Background: an optimization exercise with open tools, aiming at small area, a short achievable clock period and few clock cycles. Do not read the settings as production practice. Function was checked by simulation only, so behaviour that the tests miss may differ from the original.

<file path="design.v">
`timescale 1ns / 1ps
module multiplier(
    input [31:0] x_data,
    input [31:0] y_data,
    input clk,
    input rst,
    input x_rdy,
    input y_rdy,
    output reg [31:0] z_data,
    output reg done
    );
    reg x_s, y_s, z_s;  
    reg [9:0] x_e, y_e, z_e;  
    reg [23:0] x_m, y_m, z_m;  
    reg [49:0] product;
    reg guard, sticky, round;
    reg [3:0] state;
    always @(posedge clk) begin
        if (rst) begin
            state <= 11;
            done <= 0;
        end else
        case(state)
            0:  
                begin
                    x_e <= x_data[30:23] - 127;
                    y_e <= y_data[30:23] - 127;
                    x_s <= x_data[31];
                    y_s <= y_data[31];
                    x_m <= x_data[22:0];
                    y_m <= y_data[22:0];
                    state <= 1;
                end
            1:  
                begin 
                   if ((x_data[30:0] == 0) || (y_data[30:0] == 0)) begin  
                        z_data[31] <= x_s ^ y_s;
                        z_data[30:23] <= 0;
                        z_data[22:0] <= 0;
                        state <= 10;  
                   end else begin
                        state <= 2;
                   end
                   if ($signed(x_e) == -127) begin
                        x_e <= -126;
                   end else begin
                        x_m[23] <= 1;
                   end
                   if ($signed(y_e) == -127) begin
                        y_e <= -126;
                   end else begin
                        y_m[23] <= 1;
                   end
                end
            2:  
                begin
                    if (x_m[23]) begin
                        state <= 3;
                    end else begin
                        x_m <= x_m << 1;
                        x_e <= x_e - 1;
                    end  
                end
            3:  
                begin
                    if (y_m[23]) begin
                        state <= 4;
                    end else begin
                        y_m <= y_m << 1;
                        y_e <= y_e - 1;
                    end
                end
            4:  
                begin
                    z_s <=  x_s ^ y_s;  
                    z_e <= x_e + y_e + 1;  
                    product <= x_m * y_m * 4;  
                    state <= 5;
                end
            5:
                begin
                  z_m <= product[49:26];
                  guard <= product[25];
                  round <= product[24];
                  sticky <= (product[23:0]!= 0);
                  state <= 6;
                end
            6:
                begin
                    if (z_m[23] == 0) begin
                        z_e <= z_e - 1;
                        z_m <= z_m << 1;
                        z_m[0] <= guard;
                        guard <= round;
                        round <= 0;
                     end else begin
                        state <= 7;
                     end
                end
            7:
                begin
                    if($signed(z_e) < -126) begin
                       z_e <= z_e + 1;
                       z_m <= z_m >> 1;
                       guard <= z_m[0];
                       round <= guard;
                       sticky <= sticky | round;
                    end else begin
                        state <= 8;
                    end
                end
            8: 
                begin
                    if (guard && (round | sticky | z_m[0])) begin
                        z_m <= z_m + 1;
                        if (z_m == 24'hffffff) begin
                            z_e <= z_e + 1;
                        end
                    end
                    state <= 9;
                end
            9: 
                begin
                    z_data[31] <= z_s;
                    z_data[30:23] <= z_e + 127;
                    z_data[22:0] <= z_m[22:0];
                    state <= 10;
                end
           10:  
                begin
                    done <= 1;
                    state <= 10;
                end
           11:  
                begin
                    if (x_rdy && y_rdy) begin
                        state <= 0;
                    end else begin
                        state <= 11;
                    end
                end
        endcase
    end
endmodule
`timescale 1ns / 1ps
module adder(
    input [31:0] x_data,
    input [31:0] y_data,
    input clk,
    input rst,
    input x_rdy,
    input y_rdy,
    output reg [31:0] z_data,
    output reg done
    );
    reg x_s, y_s, z_s;  
    reg [9:0] x_e, y_e, z_e;  
    reg [26:0] x_m, y_m, z_m;  
    reg guard, round, sticky;
    reg [27:0] sum;
    reg [3:0] state;
    always @(posedge clk) begin
        if (rst) begin
            state <= 0;
            done <= 0;
        end else
        case(state)
            0:  
                begin
                    if(x_rdy && y_rdy) begin
                        state <= 1;
                    end
                end
            1:  
                begin
                    x_s <= x_data[31];
                    y_s <= y_data[31];
                    x_e <= x_data[30:23] - 127;  
                    y_e <= y_data[30:23] - 127;
                    x_m <= {x_data[22:0], 3'b000};
                    y_m <= {y_data[22:0], 3'b000};
                    state <= 2;
                end
            2:  
                begin
                    if (x_data[30:0] == 0) begin  
                        z_data[31] <= y_data[31];
                        z_data[30:23] <= y_data[30:23];
                        z_data[22:0] <= y_data[22:0];
                        state <= 10;  
                    end else if (y_data[30:0] == 0) begin  
                        z_data[31] <= x_data[31];
                        z_data[30:23] <= x_data[30:23];
                        z_data[22:0] <= x_data[22:0];
                        state <= 10;  
                    end
                    if ($signed(x_e) == -127) begin
                        x_e <= -126;
                    end else begin
                        x_m[26] <= 1;
                    end
                    if ($signed(y_e) == -127) begin
                        y_e <= -126;
                    end else begin
                        y_m[26] <= 1;
                    end
                    state <= 3;
                end
            3:  
                begin
                    if ($signed(x_e) > $signed(y_e)) begin  
                        y_e <= y_e + 1;  
                        y_m <= y_m >> 1;  
                        y_m[0] <= y_m[0] | y_m[1];
                    end else if ($signed(y_e) > $signed(x_e)) begin  
                        x_e <= x_e + 1;
                        x_m <= x_m >> 1;
                        x_m[0] <= x_m[0] | x_m[1];
                    end else begin
                        state <= 4;  
                    end
                end
            4:  
                begin
                    z_e <= x_e;
                    if(x_s == y_s) begin  
                        sum <= x_m + y_m;
                        z_s <= x_s; 
                    end else begin  
                        if(x_m >= y_m) begin
                            sum <= x_m - y_m;
                            z_s <= x_s;
                        end else begin
                            sum <= y_m - x_m;
                            z_s <= y_s;
                        end
                    end
                    state <= 5;
                end
            5:
                begin
                    if(sum[27]) begin
                        z_m <= sum[27:4];
                        guard <= sum[3];
                        round <= sum[2];
                        sticky <= sum[1] | sum[0];
                        z_e <= z_e + 1;
                    end else begin
                        z_m <= sum[26:3];
                        guard <= sum[2];
                        round <= sum[1];
                        sticky <= sum[0];
                    end
                    state <= 6;
                end
            6:  
                begin
                    if (z_m[23] == 0 && $signed(z_e) > -126) begin
                        z_e <= z_e - 1;
                        z_m <= z_m << 1;
                        z_m[0] <= guard;
                        guard <= round;
                        round <= 0;
                    end else begin
                        state <= 7;
                    end
                end
            7:  
                begin
                    if ($signed(z_e) < -126) begin
                        z_e <= z_e + 1;
                        z_m <= z_m >> 1;
                        guard <= z_m[0];
                        round <= guard;
                        sticky <= sticky | round;
                    end else begin
                        state <= 8;
                    end
                end
            8:  
                begin
                    if (guard && (round | sticky | z_m[0])) begin
                        z_m <= z_m + 1;
                        if (z_m == 24'hffffff) begin
                            z_e <= z_e + 1;
                        end
                    end
                    state <= 9;
                end
            9:  
                begin
                    z_data[22:0] <= z_m[22:0];
                    z_data[30:23] <= z_e[7:0] + 127;
                    z_data[31] <= z_s;
                    if ($signed(z_e) == -126 && z_m[23] == 0) begin
                        z_data[30:23] <= 0;
                    end
                    state <= 10;
                end
            10:  
                begin
                    state <= 10;
                    done <= 1;
                end
        endcase
    end
endmodule
`timescale 1ns / 1ps
module relu(
    input [31:0] x_data,
    input clk,
    input rst,
    input deriv,
    input rdy,
    output reg [31:0] z_data,
    output reg done
    );
    reg zero;
    reg negative;
    reg [2:0] state;
    always @(posedge clk) begin
        if (rst) begin
            state <= 4;
            done <= 0;
        end else
        case(state)
            0:  
                begin
                    if (x_data[30:0] == 0) begin
                        zero <= 1;
                    end else begin
                        zero <= 0;
                    end    
                    if (x_data[31]) begin
                        negative <= 1;
                    end else begin
                        negative <= 0;
                    end
                    if (deriv) begin
                        state <= 2;
                    end else begin
                        state <= 1;
                    end
                end
            1:  
                begin
                    if (negative || zero) begin
                        z_data[31] <= x_data[31];
                        z_data[30:0] <= 0;
                        state <= 3;
                    end else begin
                        z_data <= x_data;
                        state <= 3;
                    end
                end 
            2:  
                begin
                    if(negative || zero) begin
                        z_data <= 32'h00000000;  
                    end else begin
                         z_data <= 32'h3f800000;  
                    end
                end
            3:  
                begin
                    state <= 3;
                    done <= 1;
                end
            4:  
                begin
                    if (rdy) begin
                        state <= 0;
                    end else begin
                        state <= 4;
                    end
                end
         endcase
    end
endmodule
`timescale 1ns / 1ps
module feedforward(
    input [31:0] x1, x2, x3, x4,
    input [31:0] w1, w2, w3, w4,
    input clk,
    input rst,
    output wire [31:0] result,
    output wire done
    );
    wire [32:0] T1, T2, T3, T4, T5, T6, T7;
    wire rdy1 = 1'b1;
    wire rdy2 = 1'b1;
    wire deriv = 1'b0;
    multiplier m1(
        .clk(clk),
        .rst(rst),
        .x_rdy(rdy1),
        .y_rdy(rdy2),
        .x_data(x1),
        .y_data(w1),
        .z_data(T1[32:1]),
        .done(T1[0])
    );
    multiplier m2(
        .clk(clk),
        .rst(rst),
        .x_rdy(rdy1),
        .y_rdy(rdy2),
        .x_data(x2),
        .y_data(w2),
        .z_data(T2[32:1]),
        .done(T2[0])
    );
    multiplier m3(
        .clk(clk),
        .rst(rst),
        .x_rdy(rdy1),
        .y_rdy(rdy2),
        .x_data(x3),
        .y_data(w3),
        .z_data(T3[32:1]),
        .done(T3[0])
    );
    multiplier m4(
        .clk(clk),
        .rst(rst),
        .x_rdy(rdy1),
        .y_rdy(rdy2),
        .x_data(x4),
        .y_data(w4),
        .z_data(T4[32:1]),
        .done(T4[0])
    );  
    adder a1(
        .clk(clk),
        .rst(rst),
        .x_rdy(T1[0]),
        .y_rdy(T2[0]),
        .x_data(T1[32:1]),
        .y_data(T2[32:1]),
        .z_data(T5[32:1]),
        .done(T5[0])
    );
    adder a2(
        .clk(clk),
        .rst(rst),
        .x_rdy(T3[0]),
        .y_rdy(T4[0]),
        .x_data(T3[32:1]),
        .y_data(T4[32:1]),
        .z_data(T6[32:1]),
        .done(T6[0])
    );
    adder a3(
        .clk(clk),
        .rst(rst),
        .x_rdy(T5[0]),
        .y_rdy(T6[0]),
        .x_data(T5[32:1]),
        .y_data(T6[32:1]),
        .z_data(T7[32:1]),
        .done(T7[0])
    );
    relu r1(
        .clk(clk),
        .rst(rst),
        .rdy(T7[0]),
        .x_data(T7[32:1]),
        .z_data(result),
        .deriv(deriv),
        .done(done)
    );
endmodule
</file>
<file path="run.sh">
#!/bin/bash
# synth_recipe.tcl (not shown) runs the flow's synth.tcl, then flattens the netlist and writes it again
# the make line also repeats each setting of config.mk as NAME=value (left out here)
make -C /OpenROAD-flow-scripts/flow DESIGN_CONFIG=/design/flow/config.mk WORK_HOME=/design/flow/orfs CLKGATE_MAP_FILE= SYNTH_SCRIPT=/design/flow/synth_recipe.tcl finish
</file>
<file path="config.mk">
export PLATFORM = sky130hd
export DESIGN_NAME = feedforward
export DESIGN_NICKNAME = feedforward
export VERILOG_FILES = /design/flow/design.v
export SDC_FILE = /design/flow/constraint.sdc
export NUM_CORES = 4
export LEC_CHECK = 0
export CAP_MARGIN = 20
export CORE_MARGIN = 2
export CORE_UTILIZATION = 40
export SLEW_MARGIN = 20
</file>
<file path="constraint.sdc">
create_clock -name core_clock -period 10.0 [get_ports {clk}]
set_input_delay 2.0000 -clock core_clock [delete_from_list [all_inputs] [get_ports {clk}]]
set_output_delay 2.0000 -clock core_clock [all_outputs]
set_load 0.01 [all_outputs]
</file>
==> run summary <==
[registers in the layout, summed over array words and instances, names as in the netlist, 32 cells and up]
| name | flops |
|---|---|
| r1.z_data | 32 |
| a3.z_data | 32 |
| m2.z_data | 32 |
| m1.z_data | 32 |
| m4.z_data | 32 |
| a2.z_data | 32 |
| m1.product | 48 |
| m3.product | 48 |
| a1.z_data | 32 |
| m2.product | 48 |
| m3.z_data | 32 |
| m4.product | 48 |
[final cells by class]
cell class                      instances  share of cell area, %
Multi-Input combinational cell      11942                   60.7
Inverter                             2593                   5.68
Antenna cell                            3                0.00438
Clock buffer                          188                   2.53
Timing Repair Buffer                  534                   2.96
Tap cell                             5220                   3.81
Sequential cell                      1356                   23.5
Clock inverter                        115                  0.796
[worst reg2reg max path: stages, from the launching register on]
cell      delay [ps]
edfxtp_1        1030
nand2_1          200
fa_1             580
inv_1             50
fa_1             470
inv_1             50
fa_1             530
inv_1             50
fa_1             490
inv_1             50
fa_1             520
inv_1             50
fa_1             470
inv_1             50
fa_1             480
inv_1             50
ha_1             380
a211o_1          290
o31ai_1          920
a211oi_1         380
a41oi_1          560
o211a_1          220
o21bai_1          70
a21oi_1          170
xnor2_1           80
[cells in the final DEF, fill, tap and decap left out, types with 479 or more instances in the layout]
cell type / synthesis / layout
inv_1: 2591 / 2590
nand2_1: 2156 / 2154
fa_1: 1948 / 1948
edfxtp_1: 1317 / 1317
and2_1: 1234 / 1234
ha_1: 1120 / 1120
a21oi_1: 818 / 811
nor2_1: 703 / 684
o21ai_0: 616 / 613
xnor2_1: 482 / 479
[metrics by stage]
step	setup slack [ps]	instances	hold slack, ps
3_5_place_dp	1610	21620	443
4_1_cts	1620	21923	454
3_3_place_gp	1710	21613	431
5_1_grt	1130	21950	471
2_1_floorplan	2760	16746	418
6_report	1570	21951	450
[routing by layer]
metal / wire length (um) / global-route usage [%]
met2: 206000 / 36.3
met1: 199000 / 31.8
met4: 14100 / 6.45
met5: 72 / 0
met3: 31800 / 3.12
[cells by family (layout without fill, tap and decap cells)]
family          Yosys count  after routing  synth area share (%)
simple gates           5396           5396                  16.7
other cells               0              3                     0
mux                     153            153                  1.05
compound gates         2595           2595                  10.4
xor+xnor                730            730                  4.07
fa+ha+maj              3068           3068                  33.8
buf+inv                3448           3430                  8.29
flops                  1356           1356                  25.7
[cell usage after synthesis (236+ instances only)]
master	instances	area share, %
xor2_1	248	1.4
xnor2_1	482	2.7
fa_1	1948	25
nand3_1	236	0.75
edfxtp_1	1317	25
nand2_1	2156	5.2
inv_1	2591	6.2
a21oi_1	818	2.6
o21ai_0	616	2.0
ha_1	1120	8.9
clkbuf_1	796	1.9
and2_1	1234	4.9
nor2_1	703	1.7
[worst paths after layout]
kind | from | end | slack (ps)
worst max register to register | m4.y_m[3] | m4.product[49] | 1570
worst min register to register | a3.z_data[31] | r1.negative | 450
worst min-delay path | a3.z_data[31] | r1.negative | 450
worst max-delay path | m4.y_m[3] | m4.product[49] | 1570
==> results.json <==
{
  "status": "timing/DRC/antenna clean",
  "cts_buffers": 169,
  "cp_slowest_cell": "edfxtp_1",
  "critPathLaunchType": "flop",
  "path_cells": "nand2_1, fa_1, inv_1, fa_1, inv_1, fa_1, inv_1, fa_1, inv_1, fa_1, inv_1, fa_1, inv_1, fa_1, inv_1, ha_1, a211o_1, o31ai_1, a211oi_1, a41oi_1, o211a_1, o21bai_1, a21oi_1, xnor2_1",
  "drt-wirelength-per-cell_um": 20.6,
  "grt_pass1_vias": 120596,
  "final_nets": 19922,
  "crit_path_end_kind": "flop",
  "antenna_found_initial": 17,
  "synth_edf_count": 1317,
  "slowest_delay_ps": 1030,
  "final_max_slew_viol_count": 0,
  "cts_tree": "done",
  "ff_latch_area_um2": 40300,
  "synthFlopType": "edfxtp_1",
  "hold_viol_final": 0,
  "post_cts_buffers": 0,
  "coreArea_um2": 392000,
  "wl_mm": 451,
  "ctsRootBufferMaster": "clkbuf_16",
  "overflow": 0,
  "cts_sinks": 1356,
  "clk_pin_slew_worst_paths_ps": 60,
  "cts_resized": 0,
  "post_dp_cell_area_um2": 165000,
  "io_pins": 291,
  "ys_ff_latch": 1356,
  "fin_crit_sh_pct": 84.3,
  "hp-class": "flop to flop",
  "setup_viol": 0,
  "critPathTopFamily": "adder cells",
  "yosysSeqAreaShare_pct": 25.7,
  "first_pass_iters": 9,
  "relSlewSlack_pct": 21.1,
  "initial_utilization_pct": 40.1,
  "worstPathRequired_ps": 10630,
  "final_util_pct": 43.8,
  "grt_max_degree": 115,
  "std_cell_rows": 230,
  "die_h_um": 630,
  "fillers": 37854,
  "cts-hold-fix-buffers": 0,
  "grt_pass1_wl_mm": 710,
  "crit_fanout": 25,
  "area_delta_synth_final_pct": 9.21,
  "yosys_warnings": 3,
  "grt_util_all_layers_pct": 22.6,
  "crit_buf_inv": 7,
  "clk_path_buf_depth": 4,
  "hpwl_mm": 349,
  "layout_min_cycle_time_ps": 8430,
  "syn-cell-area_um2": 157000,
  "clock_skew_ps": 57.8,
  "postRouteAntennaNets": 0,
  "crit_type": "flop to flop",
  "place.gp.congestion": 0.936,
  "drtIter0Drc": 11289,
  "worst_ep_arrival_time_ps": 9060,
  "ys_types": 93,
  "route.vias.total": 119278,
  "die_area_um2": 397000,
  "drv_cap": 0,
  "io_buffer_count": 290,
  "avgSynthCellArea_um2": 9.37,
  "fmax_mhz": 119,
  "crit_cells": 24,
  "vias_per_cell": 5.43,
  "htreeDepth": 4,
  "clock_latency_ps": 910,
  "die-width_um": 630,
  "multi_input_area_um2": 104000,
  "grt_setup_unrepaired": "no",
  "syn_nets": 20072,
  "synthArstFlopShare_pct": 0,
  "drive_gt1_share_pct": 4.33,
  "reg2reg_depth": 24,
  "worst_pin_slew_ps": 1180,
  "hold_depth": 0,
  "finalInstanceArea_um2": 171000,
  "drc": 0,
  "tns_ps": 0,
  "synth_cells": 16746
}
Testbench counts, summed over its fixed seeds: cycles 68,208.

-- separate check: timing with driven ports --
The results above use ideal ports. As a check the final layout listed here was re-extracted and re-timed, cells and wires unchanged.
Step 1: set_driving_cell puts a clkbuf_16 on clk and a buf_2 on each other input, an assumption about the parent block.
Step 2 moves the port delays by t, midway between the first and last clock arrival at a register: inputs arrive t later, outputs are due t later. That takes back most of the time a late clock gives input paths.
Three values: no drivers, after step 1, after step 2; two values: the first two.
t, ns: 1.000
slack for setup (ns): 1.566 / 1.566 / 1.566
worst setup path after step 2: register to register
worst register clock-pin slew, ns: 0.08 / 0.08
pins driven straight from the clock port: 1
After both steps this run still meets setup and hold. For this run, drivers alone change the setup slack by 0.000 ns; drivers and shift together by 0.000 ns.
